This is an optimization exercise on Yosys and OpenROAD, whose aim is small area, a short achievable clock period and few clock cycles, not a production implementation.
The RTL was checked by simulation tests, not by an equivalence proof against the original design.
No activity file was given, so power comes from the tool's default toggle rates.

==> flow/design.v <==
module circle1(input logic clk, input logic rst_n, input logic [2:0] colour,
              input logic [7:0] centre_x, input logic [6:0] centre_y, input logic [7:0] radius,
              input logic start, 
              input logic [7:0] c_x2, input logic [7:0] c_x3,
              output logic done,
              output logic [7:0] vga_x, output logic [6:0] vga_y,
              output logic [2:0] vga_colour, output logic vga_plot);
logic [6:0] offset_y, next_offset_y;
logic [7:0] offset_x, next_offset_x;
logic signed [8:0] crit, next_crit;
logic [2:0] octant, next_octant;
logic [1:0] state;
logic [1:0] next_state;
logic [6:0] pixel_y;
logic [7:0] pixel_x;
logic signed [9:0] temp_x, temp_y;
logic onscreen;
always_ff @(posedge clk) begin
    if(!rst_n) begin
        state <= 2'b00;
    end
    else begin
        state <= next_state;
    end
end
always_ff @(posedge clk)begin
     if(!rst_n)begin
          offset_y <= 7'd0;
          offset_x <= 8'd0;
          crit <= 8'd0;
          octant <= 3'd0;
     end
     else begin
          offset_y <= next_offset_y;
          offset_x <= next_offset_x;
          crit <= next_crit;
          octant <= next_octant;
     end
end
always_comb begin
     next_state = state;
     vga_plot = 1'b0;
     done = 1'b0;
     next_offset_y = offset_y;
     next_offset_x = offset_x;
     next_crit = crit;
     vga_x = 8'd0;
     vga_y = 7'd0;
     vga_colour = 3'd0;
     next_octant = octant;
     temp_x = 10'd0;
     temp_y = 10'd0;
     onscreen = 1'b0;
     case(state)
     2'b00: begin
          if(start) begin
          next_offset_y = 7'd0;
          next_offset_x = radius;
          next_crit = 9'sd1 - radius;
          next_state = 2'b01;
          next_octant = 3'd0;
     end
     end
     2'b01: begin
          vga_colour = colour;
          case(octant)
          3'd0:  begin temp_x = centre_x + offset_x; temp_y = centre_y + offset_y;end
          3'd1:  begin temp_x = centre_x + offset_y; temp_y = centre_y + offset_x;end
          3'd2:  begin temp_x = centre_x - offset_x; temp_y = centre_y + offset_y;end
          3'd3:  begin temp_x = centre_x - offset_y; temp_y = centre_y + offset_x;end
          3'd4:  begin temp_x = centre_x - offset_x; temp_y = centre_y - offset_y;end
          3'd5:  begin temp_x = centre_x - offset_y; temp_y = centre_y - offset_x;end
          3'd6:  begin temp_x = centre_x + offset_x; temp_y = centre_y - offset_y;end
          3'd7:  begin temp_x = centre_x + offset_y; temp_y = centre_y - offset_x;end
          default: begin vga_x = 8'd0; vga_y = 7'd0; temp_x = 9'd0; temp_y = 9'd0; end
          endcase
          if ((temp_x >= 0) && (temp_x < 160) && (temp_y >= 0) && (temp_y < 120)) begin
               vga_x = temp_x[7:0];
               vga_y = temp_y[6:0];
               vga_plot  = 1'b1;
               onscreen = 1'b1;
             end
          else begin
               vga_plot  = 1'b0;
          end
          if(onscreen &&((c_x2<=vga_x)&&(c_x3>=vga_x)&&(vga_y<=centre_y)))begin
               vga_plot = 1'b1;
          end
          else begin 
               vga_plot = 1'b0;
          end
          if(octant == 3'd7)begin
               next_octant = 3'd0;
               next_state = 2'b10;
          end
          else begin
               next_octant = octant + 3'd1;
               next_state = 2'b01;
          end
     end
          2'b10: begin
               next_offset_y = offset_y + 7'd1;
               if(crit <= 9'sd0)begin
                    next_crit = crit + ((offset_y << 1) + 9'd1);
               end
               else begin
                    next_offset_x = offset_x - 9'd1;
                    next_crit = crit + ((offset_y - offset_x)<<1) + 9'd1;
               end
               if(next_offset_y >= next_offset_x)begin
                    next_state = 2'b11;
               end
               else begin
                    next_state = 2'b01;
               end
          end
          2'b11: begin
               done = 1'd1;
               vga_plot = 1'd0;
               if(!start)begin
                    next_state = 2'b00;
               end
          end
          default: next_state = 2'b00;
     endcase
end     
endmodule
module circle2(input logic clk, input logic rst_n, input logic [2:0] colour,
              input logic [7:0] centre_x, input logic [6:0] centre_y, input logic [7:0] radius,
              input logic start, 
              input logic [7:0] c_x1, input logic [7:0]c_x3,
              output logic done,
              output logic [7:0] vga_x, output logic [6:0] vga_y,
              output logic [2:0] vga_colour, output logic vga_plot);
logic [6:0] offset_y, next_offset_y;
logic [7:0] offset_x, next_offset_x;
logic signed [8:0] crit, next_crit;
logic [2:0] octant, next_octant;
logic [1:0] state;
logic [1:0] next_state;
logic [6:0] pixel_y;
logic [7:0] pixel_x;
logic signed [9:0] temp_x, temp_y;
logic onscreen;
always_ff @(posedge clk) begin
    if(!rst_n) begin
        state <= 2'b00;
    end
    else begin
        state <= next_state;
    end
end
always_ff @(posedge clk)begin
     if(!rst_n)begin
          offset_y <= 7'd0;
          offset_x <= 8'd0;
          crit <= 8'd0;
          octant <= 3'd0;
     end
     else begin
          offset_y <= next_offset_y;
          offset_x <= next_offset_x;
          crit <= next_crit;
          octant <= next_octant;
     end
end
always_comb begin
     next_state = state;
     vga_plot = 1'b0;
     done = 1'b0;
     next_offset_y = offset_y;
     next_offset_x = offset_x;
     next_crit = crit;
     vga_x = 8'd0;
     vga_y = 7'd0;
     vga_colour = 3'd0;
     next_octant = octant;
     temp_x = 10'd0;
     temp_y = 10'd0;
     onscreen = 1'b0;
     case(state)
     2'b00: begin
          if(start) begin
          next_offset_y = 7'd0;
          next_offset_x = radius;
          next_crit = 9'sd1 - radius;
          next_state = 2'b01;
          next_octant = 3'd0;
     end
     end
     2'b01: begin
          vga_colour = colour;
          case(octant)
          3'd0:  begin temp_x = centre_x + offset_x; temp_y = centre_y + offset_y;end
          3'd1:  begin temp_x = centre_x + offset_y; temp_y = centre_y + offset_x;end
          3'd2:  begin temp_x = centre_x - offset_x; temp_y = centre_y + offset_y;end
          3'd3:  begin temp_x = centre_x - offset_y; temp_y = centre_y + offset_x;end
          3'd4:  begin temp_x = centre_x - offset_x; temp_y = centre_y - offset_y;end
          3'd5:  begin temp_x = centre_x - offset_y; temp_y = centre_y - offset_x;end
          3'd6:  begin temp_x = centre_x + offset_x; temp_y = centre_y - offset_y;end
          3'd7:  begin temp_x = centre_x + offset_y; temp_y = centre_y - offset_x;end
          default: begin vga_x = 8'd0; vga_y = 7'd0; temp_x = 9'd0; temp_y = 9'd0; end
          endcase
          if ((temp_x >= 0) && (temp_x < 160) && (temp_y >= 0) && (temp_y < 120)) begin
               vga_x = temp_x[7:0];
               vga_y = temp_y[6:0];
               vga_plot  = 1'b1;
               onscreen = 1'b1;
             end
          else begin
               vga_plot  = 1'b0;
          end
          if(onscreen &&((c_x1>=vga_x)&&(c_x3<=vga_x)&&(vga_y<=centre_y)))begin
               vga_plot = 1'b1;
          end
          else begin 
               vga_plot = 1'b0;
          end
          if(octant == 3'd7)begin
               next_octant = 3'd0;
               next_state = 2'b10;
          end
          else begin
               next_octant = octant + 3'd1;
               next_state = 2'b01;
          end
     end
          2'b10: begin
               next_offset_y = offset_y + 7'd1;
               if(crit <= 9'sd0)begin
                    next_crit = crit + ((offset_y << 1) + 9'd1);
               end
               else begin
                    next_offset_x = offset_x - 9'd1;
                    next_crit = crit + ((offset_y - offset_x)<<1) + 9'd1;
               end
               if(next_offset_y >= next_offset_x)begin
                    next_state = 2'b11;
               end
               else begin
                    next_state = 2'b01;
               end
          end
          2'b11: begin
               done = 1'd1;
               vga_plot = 1'd0;
               if(!start)begin
                    next_state = 2'b00;
               end
          end
          default: next_state = 2'b00;
     endcase
end     
endmodule
module circle3(input logic clk, input logic rst_n, input logic [2:0] colour,
              input logic [7:0] centre_x, input logic [6:0] centre_y, input logic [7:0] radius,
              input logic start, 
              input logic [6:0] c_y1,
              input logic [7:0] c_x1, input logic [7:0] c_x2,
              output logic done,
              output logic [7:0] vga_x, output logic [6:0] vga_y,
              output logic [2:0] vga_colour, output logic vga_plot);
logic [6:0] offset_y, next_offset_y;
logic [7:0] offset_x, next_offset_x;
logic signed [8:0] crit, next_crit;
logic [2:0] octant, next_octant;
logic [1:0] state;
logic [1:0] next_state;
logic [6:0] pixel_y;
logic [7:0] pixel_x;
logic signed [9:0] temp_x, temp_y;
logic onscreen;
always_ff @(posedge clk) begin
    if(!rst_n) begin
        state <= 2'b00;
    end
    else begin
        state <= next_state;
    end
end
always_ff @(posedge clk)begin
     if(!rst_n)begin
          offset_y <= 7'd0;
          offset_x <= 8'd0;
          crit <= 8'd0;
          octant <= 3'd0;
     end
     else begin
          offset_y <= next_offset_y;
          offset_x <= next_offset_x;
          crit <= next_crit;
          octant <= next_octant;
     end
end
always_comb begin
     next_state = state;
     vga_plot = 1'b0;
     done = 1'b0;
     next_offset_y = offset_y;
     next_offset_x = offset_x;
     next_crit = crit;
     vga_x = 8'd0;
     vga_y = 7'd0;
     vga_colour = 3'd0;
     next_octant = octant;
     temp_x = 10'd0;
     temp_y = 10'd0;
     onscreen = 1'b0;
     case(state)
     2'b00: begin
          if(start) begin
          next_offset_y = 7'd0;
          next_offset_x = radius;
          next_crit = 9'sd1 - radius;
          next_state = 2'b01;
          next_octant = 3'd0;
     end
     end
     2'b01: begin
          vga_colour = colour;
          case(octant)
          3'd0:  begin temp_x = centre_x + offset_x; temp_y = centre_y + offset_y;end
          3'd1:  begin temp_x = centre_x + offset_y; temp_y = centre_y + offset_x;end
          3'd2:  begin temp_x = centre_x - offset_x; temp_y = centre_y + offset_y;end
          3'd3:  begin temp_x = centre_x - offset_y; temp_y = centre_y + offset_x;end
          3'd4:  begin temp_x = centre_x - offset_x; temp_y = centre_y - offset_y;end
          3'd5:  begin temp_x = centre_x - offset_y; temp_y = centre_y - offset_x;end
          3'd6:  begin temp_x = centre_x + offset_x; temp_y = centre_y - offset_y;end
          3'd7:  begin temp_x = centre_x + offset_y; temp_y = centre_y - offset_x;end
          default: begin vga_x = 8'd0; vga_y = 7'd0; temp_x = 9'd0; temp_y = 9'd0; end
          endcase
          if ((temp_x >= 0) && (temp_x < 160) && (temp_y >= 0) && (temp_y < 120)) begin
               vga_x = temp_x[7:0];
               vga_y = temp_y[6:0];
               vga_plot  = 1'b1;
               onscreen = 1'b1;
             end
          else begin
               vga_plot  = 1'b0;
          end
          if(onscreen &&((vga_y>=c_y1)&&(vga_x>=c_x2)&&(vga_x<=c_x1)))begin
               vga_plot = 1'b1;
          end
          else begin 
               vga_plot = 1'b0;
          end
          if(octant == 3'd7)begin
               next_octant = 3'd0;
               next_state = 2'b10;
          end
          else begin
               next_octant = octant + 3'd1;
               next_state = 2'b01;
          end
     end
          2'b10: begin
               next_offset_y = offset_y + 7'd1;
               if(crit <= 9'sd0)begin
                    next_crit = crit + ((offset_y << 1) + 9'd1);
               end
               else begin
                    next_offset_x = offset_x - 9'd1;
                    next_crit = crit + ((offset_y - offset_x)<<1) + 9'd1;
               end
               if(next_offset_y >= next_offset_x)begin
                    next_state = 2'b11;
               end
               else begin
                    next_state = 2'b01;
               end
          end
          2'b11: begin
               done = 1'd1;
               vga_plot = 1'd0;
               if(!start)begin
                    next_state = 2'b00;
               end
          end
          default: next_state = 2'b00;
     endcase
end     
endmodule
module reuleaux(input logic clk, input logic rst_n, input logic [2:0] colour,
                input logic [7:0] centre_x, input logic [6:0] centre_y, input logic [7:0] diameter,
                input logic start, output logic done,
                output logic [7:0] vga_x, output logic [6:0] vga_y,
                output logic [2:0] vga_colour, output logic vga_plot);
logic signed [7:0] c_x, c_x1, c_x2, c_x3;
logic signed [6:0] c_y, c_y1, c_y2, c_y3;
logic [7:0] c1_vga_x;
logic [6:0] c1_vga_y;
logic c1_vga_plot;
logic [7:0] c2_vga_x;
logic [6:0] c2_vga_y;
logic c2_vga_plot;
logic [7:0] c3_vga_x;
logic [6:0] c3_vga_y;
logic c3_vga_plot;
logic [15:0] temp_y1;
logic [15:0] temp_y2;
logic [15:0] temp_y3; 
logic[2:0] c1_vga_colour, c2_vga_colour, c3_vga_colour;
assign c_y1 = temp_y1[6:0];
assign c_y2 = temp_y2[6:0];
assign c_y3 = temp_y3[6:0];
always_comb begin
c_x = centre_x;
c_y = centre_y;
c_x1 = c_x + (diameter>>1);
temp_y1 = c_y + ((diameter * 10'd288)/ 10'd1000);
c_x2 = c_x - (diameter>>1);
temp_y2 = c_y + ((diameter * 10'd288)/ 10'd1000); 
c_x3 = c_x;
temp_y3 = c_y - ((diameter * 10'd577)/ 10'd1000); 
end
logic [1:0] state, next_state;
logic start1, start2, start3;
logic done1, done2, done3;
always_ff @(posedge clk) begin
    if(!rst_n) begin
        state <= 2'b00;
    end
    else begin
        state <= next_state;
    end
end
always_comb begin
     next_state = state;
     start1 = 1'b0;
     start2 = 1'b0;
     start3 = 1'b0;
     done = 1'b0;
case(state)
     2'b00: begin
          if(start)begin
               next_state = 2'b01; 
          end
     end
     2'b01: begin 
          start1 = 1'b1;
          if(done1)begin
               next_state = 2'b10;
               end
          end
     2'b10: begin
          start2 = 1'b1;
          if(done2)begin
               next_state = 2'b11;
          end
     end
     2'b11: begin
          start3 = 1'b1;
          if(done3) begin
               done = 1'b1;
               if(!start) begin
               next_state = 2'b00;
               end
          end     
     end
     default: next_state = 2'b00; 
endcase
end
assign vga_x = (state == 2'b01)? c1_vga_x: (state == 2'b10)? c2_vga_x: c3_vga_x;
assign vga_y = (state == 2'b01)? c1_vga_y: (state == 2'b10)? c2_vga_y: c3_vga_y;
assign vga_plot = (state == 2'b01)? c1_vga_plot: (state == 2'b10)? c2_vga_plot: c3_vga_plot;
assign vga_colour = (state == 2'b01) ? c1_vga_colour :(state == 2'b10) ? c2_vga_colour : c3_vga_colour;
circle1 cir1(
        .clk(clk), 
        .rst_n(rst_n), 
        .colour(colour),
        .centre_x(c_x1),
        .centre_y(c_y1), 
        .radius(diameter),
        .start(start1),
        .c_x2(c_x2),
        .c_x3(c_x3),
        .done(done1),
        .vga_x(c1_vga_x),
        .vga_y(c1_vga_y),
        .vga_colour(c1_vga_colour),
        .vga_plot(c1_vga_plot));
circle2 cir2(
        .clk(clk), 
        .rst_n(rst_n), 
        .colour(colour),
        .centre_x(c_x2),
        .centre_y(c_y2), 
        .radius(diameter),
        .start(start2),
        .c_x1(c_x1),
        .c_x3(c_x3),
        .done(done2),
        .vga_x(c2_vga_x),
        .vga_y(c2_vga_y),
        .vga_colour(c2_vga_colour),
        .vga_plot(c2_vga_plot));
circle3 cir3(
        .clk(clk), 
        .rst_n(rst_n), 
        .colour(colour),
        .centre_x(c_x3),
        .centre_y(c_y3), 
        .radius(diameter),
        .start(start3),
        .c_y1(c_y1),
        .c_x1(c_x1),
        .c_x2(c_x2),
        .done(done3),
        .vga_x(c3_vga_x),
        .vga_y(c3_vga_y),
        .vga_colour(c3_vga_colour),
        .vga_plot(c3_vga_plot));
endmodule
==> flow/run.sh <==
#!/bin/bash
# synth_recipe.tcl (not shown) runs the flow's synth.tcl, then flattens the netlist and writes it again
# the make line also repeats each setting of config.mk as NAME=value (left out here)
make -C /OpenROAD-flow-scripts/flow DESIGN_CONFIG=/design/flow/config.mk WORK_HOME=/design/flow/orfs CLKGATE_MAP_FILE= SYNTH_SCRIPT=/design/flow/synth_recipe.tcl finish
==> flow/config.mk <==
export PLATFORM = sky130hd
export DESIGN_NAME = reuleaux
export DESIGN_NICKNAME = reuleaux
export VERILOG_FILES = /design/flow/design.v
export SDC_FILE = /design/flow/constraint.sdc
export NUM_CORES = 4
export LEC_CHECK = 0
export CAP_MARGIN = 20
export CORE_MARGIN = 2
export CORE_UTILIZATION = 40
export SLEW_MARGIN = 20
==> flow/constraint.sdc <==
create_clock -name core_clock -period 20.0 [get_ports {clk}]
set_input_delay 4.0000 -clock core_clock [delete_from_list [all_inputs] [get_ports {clk}]]
set_output_delay 4.0000 -clock core_clock [all_outputs]
set_load 0.01 [all_outputs]
==> metrics.md <==
| Metric | Value |
|---|---|
| Setup TNS | 0 ns |
| PD cells | 156 nW/um^2 |
| Clock Latency Late Sink | 0.40 ns |
| Post-synth EDFFs | 0 |
| CP required | 16.00 ns |
| Post-layout instance area | 24,700 sq um |
| Initial antenna violation count | 4 |
| CTS Root Buffer Type | clkbuf_16 |
| Clock share of power | 5.3% |
| Die X | 234 um |
| Die area | 55,000 sq um |
| Nets | 3,478 |
| PortBufs | 48 |
| LEAKAGE | 0.0110 uW |
| WP data arrival | 15.41 ns |
| Gate power share | 88.0% |
| Placed Area | 23,800 sq um |
| DRT iter0 DRCs | 1,717 |
| Netlist cell types | 107 |
| Max-slew headroom | 22.8% |
| Largest stage delay, worst path | 0.52 ns |
| Dpl hpwl | 61,800 um |
| Routed len/inst | 20.9 um |
| Clock sink count | 89 |
| Synthesized flop and latch total | 89 |
| Commonest cells after routing, fill and taps aside | ha_1 (379), nor2_1 (296), a21oi_1 (220) |
| Vias in the first global route | 20,800 |
| Post-synth top area share | 23.0% |
| First-pass GRT wire length | 119,000 um |
| VDD IR max | 0.0729 mV |
| Overall global routing resource usage | 27.8% |
| Share of cells above drive strength 1 | 12.6% |
| Cts bufs inserted | 9 |
| Max Cap Viol | 0 |
| Initial Utilization | 40.4% |
| Post-route DRC | 0 |
| I/O Pins | 49 |
| Core Region | 52,600 sq um |
| Prevailing post-synth register cell | dfxtp_1 |
| Sw frac | 52.6% |
| Ant. Diodes | 0 |
| P&R area growth vs syn | 16.4% |
| Largest net degree at the start of global routing | 75 |
| Most common cell after layout, fill and taps aside | ha_1 |
| Fmax | 51.5 MHz |
| Slew Viols, Final | 0 |
| Register area share after synthesis | 8.39% |
| Worst setup path class | primary input to output pin |
| Hold Path Class | flop to flop |
| Worst-path clk slew | 0.07 ns |
| Slowest CP cell | or4_1 |
| CTS tree | done |
| Worst-Margin Slew | 1.15 ns |
| Total power | 3860 uW |
| Synth area leaders | ha_1 (23%), dfxtp_1 (8.4%), xnor2_1 (6.7%) |
| Post-DRT Antenna Nets | 0 |
| Clock tree buffer depth | 2 |
| Final setup violation count | 0 |
| Cell area after synthesis | 21,200 sq um |
| Status | complete, no violations |
| Crit path top cell by count | buf_4 |
| Mapped Avg Cell Area | 7.46 sq um |
| Vias | 21,900 |
| YS warnings | 4 |
| Hold buffers post-CTS | 0 |
| Period utilization | 97.1% |
| Final Wtd Congestion | 0.959 |
| Via density | 5.90 |
| Area leader, netlist | ha_1 |
| Syn nets | 3,303 |
| Remaining Overflow, GRT | 0 |
| First-pass DRT Iterations | 7 |
| Setup crit end kind | output pin |
| Final clock skew | 0.0196 ns |
| Sequential Power Share | 6.7% |
| P_sw | 2030 uW |
| Post-synth ARST share | 0% |
| Synthesized netlist cell count | 2,846 |
| Num rows | 84 |
| Hold Violations, Final | 0 |
| Layout Utilization | 47.0% |
| H-tree depth | 3 |
| Final Critical Period | 19.41 ns |
| Chip Height | 234 um |
| Internal power | 1830 uW |
| Maximum fanout along the worst path | 7 |
| Post-Route WL | 77,700 um |
| Critical Path Start Type | primary input |
==> power by group through the flow <==
stage / registers (uW) / clock network (uW) / logic, uW
after CTS: 257 / 208 / 3260
after floorplan: 236 / 0 / 2160
after global routing: 262 / 211 / 3740
after global placement: 260 / 0 / 3140
final: 258 / 204 / 3400
after detailed placement: 261 / 0 / 3220
==> kinds of logic (layout without fill, tap and decap cells) <==
group                      count (synthesis)  after routing  synth area share [%]
DFF                                       89             89                  8.39
adders and majority gates                431            431                  26.7
muxes                                     30             30                  1.53
AOI/OAI and AO/OA                        914            914                  29.0
xor gates and xnor gates                 237            237                  10.1
buffers and inverters                    309            489                  5.69
and+or+nand+nor                          836            836                  18.6
==> area by class of cell <==
type                            count  area [sq um]
Clock buffer                        9           225
Timing Repair Buffer              276          2260
Tap cell                          688           861
Clock inverter                      7          96.3
Inverter                          197           739
Multi-Input combinational cell   2448         18800
Sequential cell                    89          1780
Fill cell                        5201         27800
==> Yosys cell counts, types with 7 or more instances <==
cell / n
xnor2_1: 162
or3_1: 10
o221a_2: 9
nand2b_1: 53
o21a_1: 29
a21o_1: 127
mux2i_1: 22
xor2_1: 69
a21oi_1: 228
nand2_1: 174
nor4_1: 16
inv_1: 195
a22oi_1: 25
fa_1: 37
a221oi_1: 15
a221o_1: 8
o21ai_0: 163
a211oi_1: 32
o221ai_1: 17
nor3_1: 65
or2_2: 20
and2_1: 19
nor2b_1: 66
a31oi_1: 14
and3_1: 12
clkbuf_1: 88
buf_4: 7
dfxtp_1: 89
o211ai_1: 35
a211o_1: 10
nand4_1: 24
o31ai_1: 12
a21boi_0: 20
nand3_1: 47
nor2_1: 300
buf_2: 11
o21bai_1: 45
o22ai_1: 29
ha_1: 391
o211a_1: 8
==> per-stage QoR <==
stage                     setup WS, ns  hold WS, ns  instances
after floorplan                   1.44        0.462       2846
after global placement          -0.242        0.482       3683
after global routing           -0.0550        0.541       3714
after detailed placement        -0.363        0.489       3683
after CTS                       0.0347        0.499       3703
final                            0.589        0.513       3714
==> routing by layer <==
layer | track usage [%] | part of all wire (%) | vias to the layer above
met5 | 0 | 0.063 | -
met4 | 14.1 | 5.0 | 8
li1 | - | - | 10600
met3 | 3.74 | 6.0 | 157
met2 | 44.6 | 45 | 730
met1 | 36.4 | 44 | 10400
==> critical path: cells and delay by family <==
family                   cells  cell delay (ns)
AO/OA/AOI/OAI               20             3.38
AND/OR/NAND/NOR             18             2.91
adder cells (fa/ha/maj)      7             2.08
buffers and inverters       11             1.94
XOR/XNOR                     4             0.66
multiplexers                 1             0.47
==> flip-flops by register name, summed over array words and instances, names as in the netlist <==
name / cells
cir2.octant: 3
cir2.crit: 9
cir3.offset_x: 8
cir1.octant: 3
cir3.octant: 3
cir1.offset_x: 8
cir3.state: 2
cir3.crit: 9
cir1.crit: 9
cir1.state: 2
cir2.state: 2
cir2.offset_x: 8
cir3.offset_y: 7
state: 2
cir2.offset_y: 7
cir1.offset_y: 7
==> worst paths after layout <==
check                                                   start                   endpoint  slack, ns  cells past startpoint
worst max-delay path                              diameter[6]                   vga_plot       0.59                     61
worst min-delay path                cir1.crit[8]$_SDFFE_PN0P_  cir1.crit[8]$_SDFFE_PN0P_       0.51                      2
worst max register to register  cir2.offset_y[0]$_SDFFE_PN0P_  cir2.crit[8]$_SDFFE_PN0P_      15.77                     18
worst min register to register      cir1.crit[8]$_SDFFE_PN0P_  cir1.crit[8]$_SDFFE_PN0P_       0.51                      2
==> what timing repair did <==
| item | in CTS | in global routing |
|---|---|---|
| cloned | 1 | 0 |
| setup buffers | 3 | 11 |
| resized for setup | 26 | 80 |
| endpoints found under the setup margin | 1 | 1 |
| pin swaps | 5 | 34 |
Testbench counts, summed over its fixed seeds: cycles 190,336.

afterwards: timing with drivers on the ports:
How much do the figures lean on ideal ports? The routed layout below was timed once more, with nothing changed but the port constraints.
Step 1: set_driving_cell puts a clkbuf_16 on clk and a buf_2 on each other input, an assumption about the parent block.
Step 2 moves the port delays by t, midway between the first and last clock arrival at a register: inputs arrive t later, outputs are due t later. That takes back most of the time a late clock gives input paths.
a / b / c = ideal / step 1 / step 2; a / b = the first two.
shift t [ns]: 0.444
setup slack, ns: 0.589 / 0.540 / 0.540
worst setup path at the end: input to output
After both steps this run still meets setup and hold. For this run, drivers alone change the setup slack by -0.049 ns; drivers and shift together by -0.049 ns.
